Source: an optimization exercise on an open RTL-to-GDS flow (aim: small area, a short achievable clock period and few clock cycles). Production flows keep margins and buffers that such runs may drop. Function was checked by simulation only, so behaviour that the tests miss may differ from the original.

oak:
==> flow/design.v (excerpt) <==
module SNN(
	clk,
	rst_n,
	in_valid,
	img,
	ker,
	weight,
	out_valid,
	out_data
);
make LEC_CHECK=0 CAP_MARGIN=50 CORE_MARGIN=2 CORE_UTILIZATION=60 SLEW_MARGIN=70 finish   # period 15.0 ns
run.sh (not shown) runs the stock make flow with config.mk's settings and CLKGATE_MAP_FILE= SYNTH_SCRIPT=/design/flow/synth_recipe.tcl, a recipe that flattens the netlist after the stock synthesis.
Testbench counts of oak, summed over its fixed seeds: cycles 24,648.
diff inputs: oak => pine
--- a/flow/config.mk
+++ b/flow/config.mk
@@ -9,3 +9,3 @@
 export CORE_MARGIN = 2
-export CORE_UTILIZATION = 60
+export CORE_UTILIZATION = 40
 export SLEW_MARGIN = 70
==> comparison <==
Number of tap instances (pine vs. oak) increases by more than a quarter
Core occupancy in the finished layout for pine: 22 points down relative to oak
oak has higher maximum number of pins on one net before global-route repair than pine.
Looking only at post-route clock period utilization, and setting everything else aside, the higher value of pine and oak goes to oak.
Actual transition at the worst max-transition pin, pine and oak: lower on oak
pine — routed metal-1 wirelength about 4.5% higher, oak as reference
pine ends up with higher vertical die dimension than oak does.
pine -> oak: post-route worst hold slack flat

---

Starting RTL as in the previous note.
Settings: LEC_CHECK=0, CAP_MARGIN=50, CORE_MARGIN=2, CORE_UTILIZATION=40, SLEW_MARGIN=70; clock period 15.0 ns.
standard.sh (not shown) runs the stock make flow with config.mk's settings and CLKGATE_MAP_FILE= SYNTH_SCRIPT=/design/flow/synth_recipe.tcl, a recipe that flattens the netlist after the stock synthesis.
==> flow/flow/run.sh <==
#!/bin/bash
# The standard layout with one netlist pass between synthesis and floorplan:
# flow/invopt.py folds away the inverters that Yosys's full-adder extraction
# leaves between full adder cells (a full adder is self-dual, so adders are
# flipped to need fewer inverters). Registers and all other cells are kept.
# Each tool writes its full output to its own log in this folder.
set -euo pipefail
R=orfs/results/${FLOW_PLATFORM}/SNN/base
bash standard.sh synth > synth.log 2>&1
cp "$R/1_2_yosys.v" 1_2_yosys.before_invopt.v
python3 flow/invopt.py "$R/1_2_yosys.v" > invopt.log 2>&1
rm -f "$R/1_synth.odb" "$R/1_synth.sdc"
# repair aims at a setup slack of 10 ns (the clock period is unchanged)
bash standard.sh finish SETUP_SLACK_MARGIN=10 > layout.log 2>&1
Other scripts of this flow, unchanged in this note and not shown: flow/flow/invopt.py
Testbench counts at the start, summed over its fixed seeds: cycles 24,648.
Next try:
--- a/flow/flow/run.sh
+++ b/flow/flow/run.sh
@@ -11,4 +11,3 @@
 python3 flow/invopt.py "$R/1_2_yosys.v" > invopt.log 2>&1
 rm -f "$R/1_synth.odb" "$R/1_synth.sdc"
-# repair aims at a setup slack of 10 ns (the clock period is unchanged)
-bash standard.sh finish SETUP_SLACK_MARGIN=10 > layout.log 2>&1
+bash standard.sh > layout.log 2>&1
Outcome: Global-route usage went down by 0.28 points. Hold slack is worse by 0.021 ns. Maximum frequency went down by 7.9%. Synthesized cell count is unchanged. Non-clock buffer count went down by 30. Clock-buffer cell count went down by 2.

---

SNN again, from the RTL that the note above started with.
Settings: LEC_CHECK=0, CAP_MARGIN=70, CORE_MARGIN=2, CORE_UTILIZATION=40, SLEW_MARGIN=85; clock period 15.0 ns.
run.sh (not shown) runs the stock make flow with config.mk's settings and CLKGATE_MAP_FILE= SYNTH_SCRIPT=/design/flow/synth_recipe.tcl, a recipe that flattens the netlist after the stock synthesis.
Stock flow here: none of the scripts above is used.
The first run finished clean.
Testbench counts at the start, summed over its fixed seeds: cycles 24,648.
Change:
CAP_MARGIN = 20   (was 70)
SLEW_MARGIN = 20   (was 85)
After rerunning: The changed run completed with no timing, DRC or antenna violations; first-iteration DRC count goes down by 0.86%; design area goes down by 8.7%; routed wire length goes down by 3.6%; sequential share of layout area goes up by 1.9 points.

---

Another version of the RTL of SNN (not shown whole).
Size in the first run: roughly 34000 µm² of cells after synthesis.
export LEC_CHECK = 0
export CAP_MARGIN = 50
export CORE_MARGIN = 2
export CORE_UTILIZATION = 60
export CTS_BUF_LIST = sky130_fd_sc_hd__clkbuf_16
export CTS_CLUSTER_DIAMETER = 60
export CTS_CLUSTER_SIZE = 24
export SLEW_MARGIN = 70
export TNS_END_PERCENT = 20
create_clock -name core_clock -period 15.0 [get_ports {clk}]
standard.sh (not shown) runs the stock make flow with config.mk's settings and CLKGATE_MAP_FILE= SYNTH_SCRIPT=/design/flow/synth_recipe.tcl, a recipe that flattens the netlist after the stock synthesis.
==> flow/flow/run.sh <==
#!/bin/bash
# The standard layout with one netlist pass between synthesis and floorplan:
# flow/invopt.py folds away the inverters that Yosys's full-adder extraction
# leaves between full adder cells (a full adder is self-dual, so adders are
# flipped to need fewer inverters, and simple gates swapped for their
# complementary cells). Registers and all other cells are kept.
# Each tool writes its full output to its own log in this folder.
set -euo pipefail
R=orfs/results/${FLOW_PLATFORM}/SNN/base
bash standard.sh synth > synth.log 2>&1
cp "$R/1_2_yosys.v" 1_2_yosys.before_invopt.v
python3 flow/invopt.py "$R/1_2_yosys.v" > invopt.log 2>&1
rm -f "$R/1_synth.odb" "$R/1_synth.sdc"
# repair aims at a setup slack of 10 ns (the clock period is unchanged)
bash standard.sh finish SETUP_SLACK_MARGIN=10 > layout.log 2>&1
Other scripts of this flow, unchanged in this note and not shown: flow/flow/invopt.py
Testbench counts at the start, summed over its fixed seeds: cycles 24,968.
Change:
--- a/flow/config.mk
+++ b/flow/config.mk
@@ -14,2 +14 @@
 export SLEW_MARGIN = 70
-export TNS_END_PERCENT = 20
Result:
- worst setup slack barely changes
- utilization stays flat
- fmax is about the same
- first-iteration DRC count went up by 3.6%
- global-route usage is about the same
Change:
--- a/flow/flow/run.sh
+++ b/flow/flow/run.sh
@@ -13,3 +13,2 @@
 rm -f "$R/1_synth.odb" "$R/1_synth.sdc"
-# repair aims at a setup slack of 10 ns (the clock period is unchanged)
-bash standard.sh finish SETUP_SLACK_MARGIN=10 > layout.log 2>&1
+bash standard.sh > layout.log 2>&1
After rerunning: Register-to-register slack loses 290 ps; hold slack hardly moves; die area is unchanged; sequential cell count is unchanged; global-route usage barely changes; worst setup slack loses 290 ps; critical path depth stays the same.

---

## v29
RTL: one of the versions met above, not the one the previous note started from.
export LEC_CHECK = 0
export CAP_MARGIN = 50
export CORE_MARGIN = 2
export CORE_UTILIZATION = 70
export CTS_BUF_LIST = sky130_fd_sc_hd__clkbuf_16
export CTS_CLUSTER_DIAMETER = 60
export CTS_CLUSTER_SIZE = 24
export SLEW_MARGIN = 70
create_clock -name core_clock -period 15.0 [get_ports {clk}]
==> flow/flow/run.sh <==
#!/bin/bash
# The standard layout with one netlist pass between synthesis and floorplan:
# flow/invopt.py folds away the inverters that Yosys's full-adder extraction
# leaves between full adder cells (a full adder is self-dual, so adders are
# flipped to need fewer inverters, and simple gates swapped for their
# complementary cells). Registers and all other cells are kept.
# Each tool writes its full output to its own log in this folder.
set -euo pipefail
R=orfs/results/${FLOW_PLATFORM}/SNN/base
bash standard.sh synth > synth.log 2>&1
cp "$R/1_2_yosys.v" 1_2_yosys.before_invopt.v
python3 flow/invopt.py "$R/1_2_yosys.v" > invopt.log 2>&1
rm -f "$R/1_synth.odb" "$R/1_synth.sdc"
# repair aims at a setup slack of 10 ns (the clock period is unchanged)
bash standard.sh finish SETUP_SLACK_MARGIN=10 > layout.log 2>&1
Other scripts of this flow, unchanged in this note and not shown: flow/flow/invopt.py
v29 went all the way through synthesis, placement and routing and the layout is clean on timing, DRC and antenna.
Testbench counts of v29, summed over its fixed seeds: cycles 24,648.
### v29 -> v11
Settings: a change of CORE_UTILIZATION from 70 to 60.
--- outcome ---
Area share of buffers outside the clock network: lower on v11. v11 reports a lower number of antenna repair diodes than v29 does.
Changes in v14 relative to v11:
Settings: setting PLACE_DENSITY to 0.75 for the first time.
==> comparison <==
When the final numbers for v11 and v14 were put side by side, the fraction of layout instances using a drive strength above 1 turned out to be greater in v11.
The final cell count was comparable across v11 and v14.
There was hardly any difference in number of nets still failing antenna checks after routing between v11 and v14.
Compared with v11, v14 shows a higher portion of the clock cycle consumed by the worst path in the final layout.

---

SNN with an RTL version that a note above also has.
Size: ~2,800 cells after synthesis, about 34,000 um^2 of cells after synthesis.
Settings: LEC_CHECK=0, CAP_MARGIN=50, CORE_MARGIN=2, CORE_UTILIZATION=60, CTS_BUF_LIST=sky130_fd_sc_hd__clkbuf_16, CTS_CLUSTER_DIAMETER=60, CTS_CLUSTER_SIZE=24, SLEW_MARGIN=70, TNS_END_PERCENT=50; clock period 15.0 ns.
Scripts as last shown in full above: flow/flow/run.sh
Other scripts of this flow, unchanged in this note and not shown: flow/flow/invopt.py
Testbench counts at the start, summed over its fixed seeds: cycles 24,968.
Then changed:
--- a/flow/flow/run.sh
+++ b/flow/flow/run.sh
@@ -13,3 +13,3 @@
 rm -f "$R/1_synth.odb" "$R/1_synth.sdc"
 # repair aims at a setup slack of 10 ns (the clock period is unchanged)
-bash standard.sh finish SETUP_SLACK_MARGIN=10 > layout.log 2>&1
+bash standard.sh > layout.log 2>&1
Settings changed: TNS_END_PERCENT 50 to unset.
What happened:
- utilization decreases by 1.1 points
- area after synthesis stays the same
- worst setup slack degrades by 0.29 ns
- cell count is lower by 1.1%
- design area shrinks by 1.6%
- clock skew stays flat
- via count is lower by 1.2%

---

wip/amber:
RTL: one of the versions met above, not the one the previous note started from.
Size in the first run: about 2800 cells after synthesis, about 38 I/O pins, ~37000 µm² of cells after synthesis.
// SNN
module SNN(
	clk,
	rst_n,
	in_valid,
	img,
	ker,
	weight,
	out_valid,
	out_data
);
export LEC_CHECK = 0
export CAP_MARGIN = 50
export CORE_MARGIN = 2
export CORE_UTILIZATION = 60
export CTS_BUF_LIST = sky130_fd_sc_hd__clkbuf_16
export CTS_CLUSTER_DIAMETER = 70
export CTS_CLUSTER_SIZE = 32
export SLEW_MARGIN = 70
create_clock -name core_clock -period 15.0 [get_ports {clk}]
==> flow/flow/run.sh <==
#!/bin/bash
# The standard layout with one netlist pass between synthesis and floorplan:
# flow/invopt.py folds away the inverters that Yosys's full-adder extraction
# leaves between full adder cells (a full adder is self-dual, so adders are
# flipped to need fewer inverters). Registers and all other cells are kept.
# Each tool writes its full output to its own log in this folder.
set -euo pipefail
R=orfs/results/${FLOW_PLATFORM}/SNN/base
bash standard.sh synth > synth.log 2>&1
cp "$R/1_2_yosys.v" 1_2_yosys.before_invopt.v
python3 flow/invopt.py "$R/1_2_yosys.v" > invopt.log 2>&1
rm -f "$R/1_synth.odb" "$R/1_synth.sdc"
# repair aims at a setup slack of 10 ns (the clock period is unchanged)
bash standard.sh finish SETUP_SLACK_MARGIN=10 > layout.log 2>&1
Other scripts of this flow, unchanged in this note and not shown: flow/flow/invopt.py
Testbench counts of wip/amber, summed over its fixed seeds: cycles 24,648.
#### Input delta (wip/cedar over wip/amber)
Settings: a deleted CTS_CLUSTER_DIAMETER that had been 70; a change of CORE_UTILIZATION from 60 to 40; a deleted CTS_BUF_LIST that had been sky130_fd_sc_hd__clkbuf_16; a deleted CTS_CLUSTER_SIZE that had been 32.
### Flow results
For wip/amber, the beginning of the critical path was kw7[6], unlike wip/cedar, where it was tm1a[5].
For width of the die, dividing the value from wip/amber by the value from wip/cedar gives 0.819.
Between wip/cedar and wip/amber, it is wip/cedar whose maximum fanout along the worst path is lower, by 2.
Fraction of area in registers (higher): wip/amber
Min initial cell density of the core across wip/cedar and wip/amber: wip/cedar

==> port drivers added, routing unchanged <==
The results above use ideal ports. As a check the final layouts listed here were re-extracted and re-timed, cells and wires unchanged. Step 1 sets driving cells, clkbuf_16 on the clock port and buf_2 on the other inputs (assumed; they add their load-dependent delay and slew). Step 2 moves the port delays by t, midway between the first and last clock arrival at a register: inputs arrive t later, outputs are due t later. That takes back most of the time a late clock gives input paths. a / b / c = ideal / step 1 / step 2; a / b = the first two.
| run | t (ns) | setup WS [ns] | hold slack, ns | worst setup path at the end | worst data-port slew with drivers (ns) |
|---|---|---|---|---|---|
| oak | 0.667 | 9.515 / 9.515 / 9.515 | 0.316 / 0.316 / 0.316 | register to register | 0.04 |
| pine | 0.704 | 9.618 / 9.618 / 9.618 | 0.314 / 0.314 / 0.314 | register to register | 0.06 |
| the first run of note 2 | 0.678 | 10.089 / 10.089 / 10.089 | 0.320 / 0.320 / 0.320 | register to register | 0.04 |
| the second run of note 2 | 0.703 | 9.667 / 9.667 / 9.667 | 0.299 / 0.299 / 0.299 | register to register | 0.05 |
| the first run of note 3 | 0.705 | 0.793 / 0.793 / 0.793 | 0.321 / 0.321 / 0.321 | register to register | 0.06 |
| the second run of note 3 | 0.704 | 9.438 / 9.438 / 9.438 | 0.323 / 0.323 / 0.323 | register to register | 0.06 |
| the first run of note 4 | 0.661 | 10.116 / 10.116 / 10.116 | 0.323 / 0.323 / 0.323 | register to register | 0.05 |
| the second run of note 4 | 0.658 | 10.118 / 10.118 / 10.118 | 0.323 / 0.323 / 0.323 | register to register | 0.05 |
| the third run of note 4 | 0.652 | 9.825 / 9.825 / 9.825 | 0.323 / 0.323 / 0.323 | register to register | 0.04 |
| v29 | 0.659 | 9.981 / 9.981 / 9.981 | 0.315 / 0.315 / 0.315 | register to register | 0.05 |
| v11 | 0.647 | 10.099 / 10.099 / 10.099 | 0.319 / 0.319 / 0.319 | register to register | 0.04 |
| v14 | 0.655 | 9.986 / 9.986 / 9.986 | 0.321 / 0.321 / 0.321 | register to register | 0.04 |
| the first run of note 6 | 0.658 | 10.118 / 10.118 / 10.118 | 0.323 / 0.323 / 0.323 | register to register | 0.05 |
| the second run of note 6 | 0.652 | 9.825 / 9.825 / 9.825 | 0.323 / 0.323 / 0.323 | register to register | 0.04 |
| wip/amber | 0.659 | 10.058 / 10.058 / 10.058 | 0.324 / 0.324 / 0.324 | register to register | 0.04 |
| wip/cedar | 0.690 | 10.002 / 10.002 / 10.002 | 0.316 / 0.316 / 0.316 | register to register | 0.04 |
After both steps every run listed still meets setup and hold.
